Context: an optimization exercise on an open-source flow, tuned for small area and a short achievable clock period. The choices shown serve that exercise and are no tape-out recipe.
Where RTL was checked, it was by simulation tests only, not by an equivalence proof against the original.

==> branch juniper <==
// elidon_core
module elidon_core(
  input         clock,
  input         reset,
  output [15:0] imem_addr,
  input  [15:0] imem_rdata,
  output [15:0] dmem_addr,
  output        dmem_read,
  output        dmem_write,
  output [15:0] dmem_wdata,
  input  [15:0] dmem_rdata
);
Settings: LEC_CHECK=0, CAP_MARGIN=20, CORE_MARGIN=2, CORE_UTILIZATION=70, SLEW_MARGIN=20; clock period 32.0 ns.
run.sh (not shown) runs the stock make flow with config.mk's settings and CLKGATE_MAP_FILE= SYNTH_SCRIPT=/design/flow/synth_recipe.tcl, a recipe that flattens the netlist after the stock synthesis.
==> branch quartz (differences from branch juniper) <==
==> flow/flow/run.sh (new file) <==
#!/bin/bash
set -euo pipefail
cd "$(dirname "$0")/.."
bash standard.sh SETUP_SLACK_MARGIN=20 finish > standard_flow.log 2>&1
==> flow/standard.sh (new file) <==
#!/bin/bash
# synth_recipe.tcl (not shown) runs the flow's synth.tcl, then flattens the netlist and writes it again
# the make line also repeats each setting of config.mk as NAME=value (left out here)
make -C /OpenROAD-flow-scripts/flow DESIGN_CONFIG=/design/flow/config.mk WORK_HOME=/design/flow/orfs CLKGATE_MAP_FILE= SYNTH_SCRIPT=/design/flow/synth_recipe.tcl "${@:-finish}"
- CORE_UTILIZATION: 70 -> 40
removed: flow/run.sh
==> branch amber (differences from branch juniper) <==
- CORE_UTILIZATION: 70 -> 40
==> run_summary.xml <==
<?xml version="1.0" encoding="UTF-8"?>
<metrics>
  <group name="run_status">
    <metric name="outcome" unit="">finished clean</metric>
  </group>
  <group name="sta">
    <metric name="post-route-worst-setup-slack" unit="ns">17.09</metric>
  </group>
  <group name="placement">
    <metric name="pre_cts_ws" unit="ns">17.56</metric>
    <metric name="gp_congestion" unit="">1.01</metric>
  </group>
  <group name="final_layout">
    <metric name="final_cell_count_no_fill" unit="">4223</metric>
    <metric name="layout.area.seq" unit="µm²">11700</metric>
    <metric name="n_clock_buffer" unit="">56</metric>
  </group>
</metrics>
[end of results for branch juniper]
==> run_summary.xml <==
<?xml version="1.0" encoding="UTF-8"?>
<metrics>
  <group name="final_layout">
    <metric name="post-route-util" unit="%">45.0</metric>
    <metric name="final_cell_count_no_fill" unit="">4725</metric>
    <metric name="n_clock_buffer" unit="">63</metric>
    <metric name="layout.area.seq" unit="µm²">11700</metric>
  </group>
  <group name="placement">
    <metric name="pre_cts_ws" unit="ns">17.70</metric>
    <metric name="gp_congestion" unit="">0.929</metric>
  </group>
  <group name="die">
    <metric name="boundaryPins" unit="">84</metric>
  </group>
  <group name="sta">
    <metric name="post-route-worst-setup-slack" unit="ns">17.46</metric>
  </group>
  <group name="grt">
    <metric name="grt_util_met1" unit="%">33.4</metric>
  </group>
  <group name="run_status">
    <metric name="outcome" unit="">finished clean</metric>
  </group>
  <group name="clock_network">
    <metric name="tritoncts.num_buffers" unit="">49</metric>
  </group>
</metrics>
[end of results for branch amber]
==> run_summary.xml <==
<?xml version="1.0" encoding="UTF-8"?>
<metrics>
  <group name="run_status">
    <metric name="outcome" unit="">finished clean</metric>
  </group>
  <group name="final_layout">
    <metric name="final_cell_count_no_fill" unit="">4790</metric>
    <metric name="n_clock_buffer" unit="">63</metric>
  </group>
  <group name="sta">
    <metric name="post-route-worst-setup-slack" unit="ns">20.27</metric>
    <metric name="timing.hold.ws" unit="ns">0.355</metric>
  </group>
  <group name="placement">
    <metric name="pre_cts_ws" unit="ns">17.70</metric>
    <metric name="gp_congestion" unit="">0.929</metric>
  </group>
  <group name="clock_network">
    <metric name="htreeDepth" unit="">2</metric>
    <metric name="clock_latency" unit="ns">0.62</metric>
  </group>
  <group name="job">
    <metric name="timing.max_cap.violations" unit="">0</metric>
  </group>
</metrics>
[end of results for branch quartz]

========
==> 02-14: inputs <==
elidon_core, a different RTL version from the one above (not shown whole).
==> flow/config.mk <==
export PLATFORM = sky130hd
export DESIGN_NAME = elidon_core
export DESIGN_NICKNAME = elidon_core
export VERILOG_FILES = /design/flow/design.v
export SDC_FILE = /design/flow/constraint.sdc
export NUM_CORES = 4
export LEC_CHECK = 0
export CAP_MARGIN = 20
export CORE_MARGIN = 2
export CORE_UTILIZATION = 40
export SLEW_MARGIN = 20
==> flow/constraint.sdc <==
create_clock -name core_clock -period 32.0 [get_ports {clock}]
set_input_delay 6.4000 -clock core_clock [delete_from_list [all_inputs] [get_ports {clock}]]
set_output_delay 6.4000 -clock core_clock [all_outputs]
set_load 0.01 [all_outputs]
standard.sh (not shown) runs the stock make flow with config.mk's settings and CLKGATE_MAP_FILE= SYNTH_SCRIPT=/design/flow/synth_recipe.tcl, a recipe that flattens the netlist after the stock synthesis.
==> flow/flow/run.sh <==
#!/bin/bash
set -euo pipefail
cd "$(dirname "$0")/.."
bash standard.sh SETUP_SLACK_MARGIN=22 finish > standard_flow.log 2>&1
==> inputs of 07-13, as changes to 02-14 <==
--- a/flow/design.v
+++ b/flow/design.v
@@ -16,13 +16,12 @@
   reg         f_hitA;
   reg         f_hitB;
   reg  [15:0] w_last;
   reg  [255:0] rf;
   reg  [15:0] d_ins;
   reg  [15:0] d_rs1;
-  reg  [15:0] d_rs2;
   reg  [15:0] d_tgt;
   reg         d_jmp;
   reg         d_bez;
   reg         d_jr;
   reg         d_z;
   reg  [7:0] d_rem;
@@ -31,13 +30,12 @@
   reg  [15:0] d_ub;
   reg         d_sa;
   reg         d_sb;
   reg  [17:0] d_t3;
   reg  [15:0] e_res;
   reg         e_neg;
-  reg         e_inc;
   reg  [15:0] e_rdsv;
   reg         e_wb;
   reg         e_st;
   reg         e_ld;
   reg  [15:0] m_wv;
   wire [3:0]  op = d_ins[15:12];
@@ -78,64 +76,72 @@
     w_last <= wb_d;
   end
   wire [15:0] f_offm2 = (f_op == 4'hc) ? {{8{f_ins[7]}}, f_ins[7:0]} - 16'h2 :
                         (f_op == 4'he) ? 16'h0 : {{4{f_ins[11]}}, f_ins[11:0]} - 16'h2;
   wire        sa = rA[15];
   wire        sb = rB[15];
-  wire [15:0] ua1 = sa ? 16'h0 - rA : rA;
-  wire [15:0] nb = rB ^ {16{sb}};
-  wire [15:0] ub = nb + {15'h0, sb};
+  wire [15:0] a_below;
+  wire [15:0] b_below;
+  assign a_below[0] = 1'b0;
+  assign b_below[0] = 1'b0;
+  generate
+    for (gi = 1; gi < 16; gi = gi + 1) begin : g_abs
+      assign a_below[gi] = |rA[gi-1:0];
+      assign b_below[gi] = |rB[gi-1:0];
+    end
+  endgenerate
+  wire [15:0] ua1 = rA ^ ({16{sa}} & a_below);
+  wire [15:0] ub = rB ^ ({16{sb}} & b_below);
   wire [17:0] t3 = {2'b0, ub} + {1'b0, ub, 1'b0};
   wire [1:0] r0_x = ua1[15:14];
   wire [2:0] r0_s1 = {1'b0, r0_x[1:0]} - {1'b0, ub[1:0]};
-  wire r0_g1 = (ub[15:2] == 14'h0) & ~r0_s1[2];
+  wire r0_g1 = (sb ? ((&rB[15:2]) & (|rB[1:0])) : ~(|rB[15:2])) & ~r0_s1[2];
   wire [1:0] r0_s2 = {1'b0, r0_x[1:1]} - {1'b0, ub[0:0]};
-  wire r0_g2 = (ub[15:1] == 15'h0) & ~r0_s2[1];
+  wire r0_g2 = (sb ? ((&rB[15:1]) & (|rB[0:0])) : ~(|rB[15:1])) & ~r0_s2[1];
   wire [2:0] r0_s3 = {1'b0, r0_x} - {1'b0, t3[1:0]};
-  wire r0_g3 = (t3[17:2] == 16'h0) & ~r0_s3[2];
+  wire r0_g3 = (sb ? (rB >= 16'd65535) : (rB <= 16'd1)) & ~r0_s3[2];
   wire [1:0] r0_q = {r0_g2, r0_g3 | (r0_g1 & ~r0_g2)};
   wire [1:0] r0_r = r0_g3 ? r0_s3[1:0] : r0_g2 ? {r0_s2[0:0], r0_x[0]} :
                        r0_g1 ? r0_s1[1:0] : r0_x;
   wire [1:0] r0_ro = r0_r[1:0];
   wire [3:0] r1_x = {r0_ro[1:0], ua1[13:12]};
   wire [4:0] r1_s1 = {1'b0, r1_x[3:0]} - {1'b0, ub[3:0]};
-  wire r1_g1 = (ub[15:4] == 12'h0) & ~r1_s1[4];
+  wire r1_g1 = (sb ? ((&rB[15:4]) & (|rB[3:0])) : ~(|rB[15:4])) & ~r1_s1[4];
   wire [3:0] r1_s2 = {1'b0, r1_x[3:1]} - {1'b0, ub[2:0]};
-  wire r1_g2 = (ub[15:3] == 13'h0) & ~r1_s2[3];
+  wire r1_g2 = (sb ? ((&rB[15:3]) & (|rB[2:0])) : ~(|rB[15:3])) & ~r1_s2[3];
   wire [4:0] r1_s3 = {1'b0, r1_x} - {1'b0, t3[3:0]};
-  wire r1_g3 = (t3[17:4] == 14'h0) & ~r1_s3[4];
+  wire r1_g3 = (sb ? (rB >= 16'd65531) : (rB <= 16'd5)) & ~r1_s3[4];
   wire [1:0] r1_q = {r1_g2, r1_g3 | (r1_g1 & ~r1_g2)};
   wire [3:0] r1_r = r1_g3 ? r1_s3[3:0] : r1_g2 ? {r1_s2[2:0], r1_x[0]} :
                        r1_g1 ? r1_s1[3:0] : r1_x;
   wire [3:0] r1_ro = r1_r[3:0];
   wire [5:0] r2_x = {r1_ro[3:0], ua1[11:10]};
   wire [6:0] r2_s1 = {1'b0, r2_x[5:0]} - {1'b0, ub[5:0]};
-  wire r2_g1 = (ub[15:6] == 10'h0) & ~r2_s1[6];
+  wire r2_g1 = (sb ? ((&rB[15:6]) & (|rB[5:0])) : ~(|rB[15:6])) & ~r2_s1[6];
   wire [5:0] r2_s2 = {1'b0, r2_x[5:1]} - {1'b0, ub[4:0]};
-  wire r2_g2 = (ub[15:5] == 11'h0) & ~r2_s2[5];
+  wire r2_g2 = (sb ? ((&rB[15:5]) & (|rB[4:0])) : ~(|rB[15:5])) & ~r2_s2[5];
   wire [6:0] r2_s3 = {1'b0, r2_x} - {1'b0, t3[5:0]};
-  wire r2_g3 = (t3[17:6] == 12'h0) & ~r2_s3[6];
+  wire r2_g3 = (sb ? (rB >= 16'd65515) : (rB <= 16'd21)) & ~r2_s3[6];
   wire [1:0] r2_q = {r2_g2, r2_g3 | (r2_g1 & ~r2_g2)};
   wire [5:0] r2_r = r2_g3 ? r2_s3[5:0] : r2_g2 ? {r2_s2[4:0], r2_x[0]} :
                        r2_g1 ? r2_s1[5:0] : r2_x;
   wire [5:0] r2_ro = r2_r[5:0];
   wire [7:0] r3_x = {r2_ro[5:0], ua1[9:8]};
   wire [8:0] r3_s1 = {1'b0, r3_x[7:0]} - {1'b0, ub[7:0]};
-  wire r3_g1 = (ub[15:8] == 8'h0) & ~r3_s1[8];
+  wire r3_g1 = (sb ? ((&rB[15:8]) & (|rB[7:0])) : ~(|rB[15:8])) & ~r3_s1[8];
   wire [7:0] r3_s2 = {1'b0, r3_x[7:1]} - {1'b0, ub[6:0]};
-  wire r3_g2 = (ub[15:7] == 9'h0) & ~r3_s2[7];
+  wire r3_g2 = (sb ? ((&rB[15:7]) & (|rB[6:0])) : ~(|rB[15:7])) & ~r3_s2[7];
   wire [8:0] r3_s3 = {1'b0, r3_x} - {1'b0, t3[7:0]};
-  wire r3_g3 = (t3[17:8] == 10'h0) & ~r3_s3[8];
+  wire r3_g3 = (sb ? (rB >= 16'd65451) : (rB <= 16'd85)) & ~r3_s3[8];
   wire [1:0] r3_q = {r3_g2, r3_g3 | (r3_g1 & ~r3_g2)};
   wire [7:0] r3_r = r3_g3 ? r3_s3[7:0] : r3_g2 ? {r3_s2[6:0], r3_x[0]} :
                        r3_g1 ? r3_s1[7:0] : r3_x;
   wire [7:0] r3_ro = r3_r[7:0];
   always @(posedge clock) begin
     d_ins <= f_ins;
     d_rs1 <= rA;
-    d_rs2 <= rB;
     d_tgt <= pc2 + f_offm2;
     d_jmp <= (f_op == 4'hd) | (f_op == 4'he) | (f_op == 4'hf);
     d_bez <= f_op == 4'hc;
     d_jr  <= (f_op == 4'hd) | (f_op == 4'he);
     d_z   <= rA == 16'h0;
     d_rem <= r3_ro;
@@ -188,31 +194,36 @@
   wire r7_g3 = (d_t3[17:16] == 2'h0) & ~r7_s3[16];
   wire [1:0] r7_q = {r7_g2, r7_g3 | (r7_g1 & ~r7_g2)};
   wire [15:0] r7_r = r7_g3 ? r7_s3[15:0] : r7_g2 ? {r7_s2[14:0], r7_x[0]} :
                        r7_g1 ? r7_s1[15:0] : r7_x;
   wire [14:0] r7_ro = r7_r[14:0];
   wire [15:0] quo = {d_qhi, r4_q, r5_q, r6_q, r7_q};
-  wire [15:0] bm1 = d_ub - 16'h1;
-  wire        q_fix = 1'b0;
-  wire        b_zero = d_rs2 == 16'h0;
+  wire        b_zero = d_ub == 16'h0;
+  wire [15:0] ub_below;
+  assign ub_below[0] = 1'b0;
+  generate
+    for (gi = 1; gi < 16; gi = gi + 1) begin : g_rs2
+      assign ub_below[gi] = |d_ub[gi-1:0];
+    end
+  endgenerate
+  wire [15:0] rs2 = d_ub ^ ({16{d_sb}} & ub_below);
   wire        is_div = op == 4'h6;
   wire        use_sub = (op == 4'h3) | (op == 4'h5);
-  wire [15:0] add_b = use_sub ? ~d_rs2 :
-                      (op[3] ? {12'h0, d_ins[3:0]} : d_rs2);
+  wire [15:0] add_b = use_sub ? ~rs2 :
+                      (op[3] ? {12'h0, d_ins[3:0]} : rs2);
   wire [15:0] added = d_rs1 + add_b + {15'h0, use_sub};
-  wire        slt = (d_rs1[15] ^ d_rs2[15]) ? d_rs1[15] : added[15];
+  wire        slt = (d_rs1[15] ^ rs2[15]) ? d_rs1[15] : added[15];
   wire        is_sh = op == 4'h4;
-  wire [15:0] nrs2 = 16'h0 - d_rs2;
-  wire        sh_right = d_rs2[15];
-  wire [3:0]  sh_amt = sh_right ? nrs2[3:0] : d_rs2[3:0];
-  wire        sh_big = sh_right ? (nrs2[15:4] != 12'h0) : (d_rs2[15:4] != 12'h0);
+  wire        sh_right = d_sb;
+  wire [3:0]  sh_amt = d_ub[3:0];
+  wire        sh_big = d_ub[15:4] != 12'h0;
   wire [15:0] sh_pow = sh_big ? 16'h0 : (16'h1 << sh_amt);
   wire [15:0] rs1_rev;
   wire [15:0] mul_rev;
   wire [15:0] ma = (is_sh & sh_right) ? rs1_rev : d_rs1;
-  wire [15:0] mbv = is_sh ? sh_pow : d_rs2;
+  wire [15:0] mbv = is_sh ? sh_pow : rs2;
   generate
     for (gi = 0; gi < 16; gi = gi + 1) begin : g_rev
       assign rs1_rev[gi] = d_rs1[15-gi];
       assign mul_rev[gi] = mul[15-gi];
     end
   endgenerate
@@ -235,14 +246,14 @@
   wire [15:0] mul = pp[0] + pp[1] + pp[2] + pp[3] + pp[4] + pp[5] + pp[6] + pp[7] +
     {1'b0, pneg[7], 1'b0, pneg[6], 1'b0, pneg[5], 1'b0, pneg[4],
      1'b0, pneg[3], 1'b0, pneg[2], 1'b0, pneg[1], 1'b0, pneg[0]};
   reg [15:0] alu;
   always @(*) begin
     case (op)
-      4'h0: alu = d_rs1 & d_rs2;
-      4'h1: alu = ~(d_rs1 | d_rs2);
+      4'h0: alu = d_rs1 & rs2;
+      4'h1: alu = ~(d_rs1 | rs2);
       4'h2: alu = added;
       4'h3: alu = added;
       4'h4: alu = sh_out;
       4'h5: alu = {15'h0, slt};
       4'h6: alu = b_zero ? 16'h0 : quo;
       4'h7: alu = mul;
@@ -255,28 +266,33 @@
     endcase
   end
   always @(posedge clock) begin
     if (reset) begin
       e_res  <= 16'h0;
       e_neg  <= 1'b0;
-      e_inc  <= 1'b0;
       e_rdsv <= 16'h0;
       e_wb   <= 1'b0;
       e_st   <= 1'b0;
       e_ld   <= 1'b0;
     end else begin
       e_res  <= alu;
       e_neg  <= is_div & ~b_zero & (d_sa ^ d_sb);
-      e_inc  <= is_div & ~b_zero & (d_sa ^ d_sb ^ q_fix);
       e_rdsv <= (op == 4'h9) ? d_rs1 : {12'h0, d_ins[11:8]};
       e_wb   <= ~((op == 4'h9) | op_f | op_d | op_c);
       e_st   <= op == 4'h9;
       e_ld   <= op == 4'h8;
     end
   end
-  assign dmem_addr  = (e_res ^ {16{e_neg}}) + {15'h0, e_inc};
+  wire [15:0] below;
+  assign below[0] = 1'b0;
+  generate
+    for (gi = 1; gi < 16; gi = gi + 1) begin : g_below
+      assign below[gi] = |e_res[gi-1:0];
+    end
+  endgenerate
+  assign dmem_addr  = e_res ^ (below & {16{e_neg}});
   assign dmem_read  = e_ld;
   assign dmem_write = e_st;
   assign dmem_wdata = e_rdsv;
   always @(posedge clock) begin
     m_wv <= e_rdsv;
   end
==> flow/flow/run.sh (replaced) <==
#!/bin/bash
set -euo pipefail
cd "$(dirname "$0")/.."
bash standard.sh SETUP_SLACK_MARGIN=23 "BUFFER_PORTS_ARGS=-buffer_cell sky130_fd_sc_hd__buf_4" finish > standard_flow.log 2>&1
Settings changed: ABC_AREA from default to 1, CTS_BUF_LIST from default to sky130_fd_sc_hd__clkbuf_8 sky130_fd_sc_hd__clkbuf_16, CTS_CLUSTER_DIAMETER from default to 100, CTS_CLUSTER_SIZE from default to 20.
==> inputs of 01-08, as changes to 02-14 <==
--- a/flow/design.v
+++ b/flow/design.v
@@ -6,28 +6,24 @@
   output [15:0] dmem_addr,
   output        dmem_read,
   output        dmem_write,
   output [15:0] dmem_wdata,
   input  [15:0] dmem_rdata
 );
-  reg  [15:0] pc2;
+  reg  [15:0] pcReg;
   reg  [15:0] f_ins;
   reg  [15:0] f_rA;
   reg  [15:0] f_rB;
   reg         f_hitA;
   reg         f_hitB;
   reg  [15:0] w_last;
   reg  [255:0] rf;
   reg  [15:0] d_ins;
   reg  [15:0] d_rs1;
   reg  [15:0] d_rs2;
   reg  [15:0] d_tgt;
-  reg         d_jmp;
-  reg         d_bez;
-  reg         d_jr;
-  reg         d_z;
   reg  [7:0] d_rem;
   reg  [7:0] d_qhi;
   reg  [7:0] d_alo;
   reg  [15:0] d_ub;
   reg         d_sa;
   reg         d_sb;
@@ -42,18 +38,19 @@
   reg  [15:0] m_wv;
   wire [3:0]  op = d_ins[15:12];
   wire        op_c = op == 4'hc;
   wire        op_d = op == 4'hd;
   wire        op_e = op == 4'he;
   wire        op_f = op == 4'hf;
-  wire        br_en = d_jmp | (d_bez & d_z);
-  wire [15:0] br_pc = d_jr ? d_rs1 : d_tgt;
-  assign imem_addr = br_en ? br_pc : pc2;
-  always @(posedge clock) begin
-    if (reset) pc2 <= 16'h0;
-    else pc2 <= imem_addr + 16'h2;
+  wire        rs1_zero = d_rs1 == 16'h0;
+  wire        br_en = op_d | op_e | op_f | (op_c & rs1_zero);
+  wire [15:0] br_pc = (op_d | op_e) ? d_rs1 : d_tgt;
+  assign imem_addr = br_en ? br_pc : pcReg + 16'h2;
+  always @(posedge clock) begin
+    if (reset) pcReg <= 16'hfffe;
+    else pcReg <= imem_addr;
     f_ins <= imem_rdata;
   end
   wire [3:0]  f_op = f_ins[15:12];
   wire [3:0]  ra = imem_rdata[15] ? imem_rdata[7:4] : imem_rdata[11:8];
   wire [3:0]  rb = imem_rdata[3:0];
   wire [15:0] rA = f_hitA ? w_last : f_rA;
@@ -74,14 +71,14 @@
     f_rA   <= rf[ra*16 +: 16];
     f_rB   <= rf[rb*16 +: 16];
     f_hitA <= reset | (wb_en & (wb_addr == ra));
     f_hitB <= reset | (wb_en & (wb_addr == rb));
     w_last <= wb_d;
   end
-  wire [15:0] f_offm2 = (f_op == 4'hc) ? {{8{f_ins[7]}}, f_ins[7:0]} - 16'h2 :
-                        (f_op == 4'he) ? 16'h0 : {{4{f_ins[11]}}, f_ins[11:0]} - 16'h2;
+  wire [15:0] f_off = (f_op == 4'hc) ? {{8{f_ins[7]}}, f_ins[7:0]} :
+                      (f_op == 4'he) ? 16'h2 : {{4{f_ins[11]}}, f_ins[11:0]};
   wire        sa = rA[15];
   wire        sb = rB[15];
   wire [15:0] ua1 = sa ? 16'h0 - rA : rA;
   wire [15:0] nb = rB ^ {16{sb}};
   wire [15:0] ub = nb + {15'h0, sb};
   wire [17:0] t3 = {2'b0, ub} + {1'b0, ub, 1'b0};
@@ -130,17 +127,13 @@
                        r3_g1 ? r3_s1[7:0] : r3_x;
   wire [7:0] r3_ro = r3_r[7:0];
   always @(posedge clock) begin
     d_ins <= f_ins;
     d_rs1 <= rA;
     d_rs2 <= rB;
-    d_tgt <= pc2 + f_offm2;
-    d_jmp <= (f_op == 4'hd) | (f_op == 4'he) | (f_op == 4'hf);
-    d_bez <= f_op == 4'hc;
-    d_jr  <= (f_op == 4'hd) | (f_op == 4'he);
-    d_z   <= rA == 16'h0;
+    d_tgt <= pcReg + f_off;
     d_rem <= r3_ro;
     d_qhi <= {r0_q, r1_q, r2_q, r3_q};
     d_alo <= ua1[7:0];
     d_ub  <= ub;
     d_sa  <= sa;
     d_sb  <= sb;
Settings changed: CORE_UTILIZATION 40 to 60, CTS_BUF_LIST from default to sky130_fd_sc_hd__clkbuf_4 sky130_fd_sc_hd__clkbuf_8, CTS_CLUSTER_SIZE from default to 30.
==> inputs of 10-04, as changes to 02-14 <==
--- a/flow/design.v
+++ b/flow/design.v
@@ -6,54 +6,50 @@
   output [15:0] dmem_addr,
   output        dmem_read,
   output        dmem_write,
   output [15:0] dmem_wdata,
   input  [15:0] dmem_rdata
 );
-  reg  [15:0] pc2;
+  reg  [15:0] pcReg;
   reg  [15:0] f_ins;
   reg  [15:0] f_rA;
   reg  [15:0] f_rB;
   reg         f_hitA;
   reg         f_hitB;
   reg  [15:0] w_last;
   reg  [255:0] rf;
   reg  [15:0] d_ins;
   reg  [15:0] d_rs1;
   reg  [15:0] d_rs2;
   reg  [15:0] d_tgt;
-  reg         d_jmp;
-  reg         d_bez;
-  reg         d_jr;
-  reg         d_z;
   reg  [7:0] d_rem;
   reg  [7:0] d_qhi;
   reg  [7:0] d_alo;
   reg  [15:0] d_ub;
   reg         d_sa;
   reg         d_sb;
   reg  [17:0] d_t3;
   reg  [15:0] e_res;
   reg         e_neg;
-  reg         e_inc;
   reg  [15:0] e_rdsv;
   reg         e_wb;
   reg         e_st;
   reg         e_ld;
   reg  [15:0] m_wv;
   wire [3:0]  op = d_ins[15:12];
   wire        op_c = op == 4'hc;
   wire        op_d = op == 4'hd;
   wire        op_e = op == 4'he;
   wire        op_f = op == 4'hf;
-  wire        br_en = d_jmp | (d_bez & d_z);
-  wire [15:0] br_pc = d_jr ? d_rs1 : d_tgt;
-  assign imem_addr = br_en ? br_pc : pc2;
-  always @(posedge clock) begin
-    if (reset) pc2 <= 16'h0;
-    else pc2 <= imem_addr + 16'h2;
+  wire        rs1_zero = d_rs1 == 16'h0;
+  wire        br_en = op_d | op_e | op_f | (op_c & rs1_zero);
+  wire [15:0] br_pc = (op_d | op_e) ? d_rs1 : d_tgt;
+  assign imem_addr = br_en ? br_pc : pcReg + 16'h2;
+  always @(posedge clock) begin
+    if (reset) pcReg <= 16'hfffe;
+    else pcReg <= imem_addr;
     f_ins <= imem_rdata;
   end
   wire [3:0]  f_op = f_ins[15:12];
   wire [3:0]  ra = imem_rdata[15] ? imem_rdata[7:4] : imem_rdata[11:8];
   wire [3:0]  rb = imem_rdata[3:0];
   wire [15:0] rA = f_hitA ? w_last : f_rA;
@@ -74,14 +70,14 @@
     f_rA   <= rf[ra*16 +: 16];
     f_rB   <= rf[rb*16 +: 16];
     f_hitA <= reset | (wb_en & (wb_addr == ra));
     f_hitB <= reset | (wb_en & (wb_addr == rb));
     w_last <= wb_d;
   end
-  wire [15:0] f_offm2 = (f_op == 4'hc) ? {{8{f_ins[7]}}, f_ins[7:0]} - 16'h2 :
-                        (f_op == 4'he) ? 16'h0 : {{4{f_ins[11]}}, f_ins[11:0]} - 16'h2;
+  wire [15:0] f_off = (f_op == 4'hc) ? {{8{f_ins[7]}}, f_ins[7:0]} :
+                      (f_op == 4'he) ? 16'h2 : {{4{f_ins[11]}}, f_ins[11:0]};
   wire        sa = rA[15];
   wire        sb = rB[15];
   wire [15:0] ua1 = sa ? 16'h0 - rA : rA;
   wire [15:0] nb = rB ^ {16{sb}};
   wire [15:0] ub = nb + {15'h0, sb};
   wire [17:0] t3 = {2'b0, ub} + {1'b0, ub, 1'b0};
@@ -130,17 +126,13 @@
                        r3_g1 ? r3_s1[7:0] : r3_x;
   wire [7:0] r3_ro = r3_r[7:0];
   always @(posedge clock) begin
     d_ins <= f_ins;
     d_rs1 <= rA;
     d_rs2 <= rB;
-    d_tgt <= pc2 + f_offm2;
-    d_jmp <= (f_op == 4'hd) | (f_op == 4'he) | (f_op == 4'hf);
-    d_bez <= f_op == 4'hc;
-    d_jr  <= (f_op == 4'hd) | (f_op == 4'he);
-    d_z   <= rA == 16'h0;
+    d_tgt <= pcReg + f_off;
     d_rem <= r3_ro;
     d_qhi <= {r0_q, r1_q, r2_q, r3_q};
     d_alo <= ua1[7:0];
     d_ub  <= ub;
     d_sa  <= sa;
     d_sb  <= sb;
@@ -255,28 +247,33 @@
     endcase
   end
   always @(posedge clock) begin
     if (reset) begin
       e_res  <= 16'h0;
       e_neg  <= 1'b0;
-      e_inc  <= 1'b0;
       e_rdsv <= 16'h0;
       e_wb   <= 1'b0;
       e_st   <= 1'b0;
       e_ld   <= 1'b0;
     end else begin
       e_res  <= alu;
       e_neg  <= is_div & ~b_zero & (d_sa ^ d_sb);
-      e_inc  <= is_div & ~b_zero & (d_sa ^ d_sb ^ q_fix);
       e_rdsv <= (op == 4'h9) ? d_rs1 : {12'h0, d_ins[11:8]};
       e_wb   <= ~((op == 4'h9) | op_f | op_d | op_c);
       e_st   <= op == 4'h9;
       e_ld   <= op == 4'h8;
     end
   end
-  assign dmem_addr  = (e_res ^ {16{e_neg}}) + {15'h0, e_inc};
+  wire [15:0] below;
+  assign below[0] = 1'b0;
+  generate
+    for (gi = 1; gi < 16; gi = gi + 1) begin : g_below
+      assign below[gi] = |e_res[gi-1:0];
+    end
+  endgenerate
+  assign dmem_addr  = e_res ^ (below & {16{e_neg}});
   assign dmem_read  = e_ld;
   assign dmem_write = e_st;
   assign dmem_wdata = e_rdsv;
   always @(posedge clock) begin
     m_wv <= e_rdsv;
   end
Settings changed: ABC_AREA from default to 1, CTS_BUF_LIST from default to sky130_fd_sc_hd__clkbuf_4 sky130_fd_sc_hd__clkbuf_8, CTS_CLUSTER_SIZE from default to 30.
==> summary of the runs <==
Fmax: 01-08 < 02-14 < 10-04 < 07-13.
Between 07-13 and 10-04, the lower setup slack is in 10-04 (gap 0.94 ns).
The lowest cell count belongs to 01-08, the highest to 10-04.
Count of clock-buffer cells in the layout, lowest first: 07-13, 02-14, 01-08, 10-04.
The RTL of 02-14 and 10-04 was laid out without a check of its function.

==> port drivers added, routing unchanged <==
The results above use ideal ports. As a check the final layouts listed here were re-extracted and re-timed, cells and wires unchanged. Step 1: set_driving_cell puts a clkbuf_16 on clock and a buf_2 on each other input, an assumption about the parent block. Step 2 times the ports against the registers' clock, not the clock port: input delays grow and output delays shrink by t, the midpoint of the rising clock arrivals with the driver on. Three values: ideal ports, drivers, drivers and shift; two values: the first two.
run | shift t [ns] | slack for setup (ns) | worst slew at a driven data input, ns
branch juniper | 0.678 | 17.091 / 17.091 / 17.091 | 0.07
branch quartz | 0.660 | 20.273 / 20.273 / 20.273 | 0.08
branch amber | 0.661 | 17.457 / 17.457 / 17.457 | 0.08
02-14 | 0.665 | 21.991 / 21.991 / 21.894 | 0.05
07-13 | 0.686 | 23.174 / 23.111 / 22.599 | 0.05
01-08 | 0.720 | 21.950 / 21.950 / 21.894 | 0.04
10-04 | 0.762 | 22.235 / 22.175 / 21.942 | 0.07
After both steps every run listed still meets setup and hold. For 07-13, which loses most, drivers alone change the setup slack by -0.063 ns; drivers and shift together by -0.575 ns.
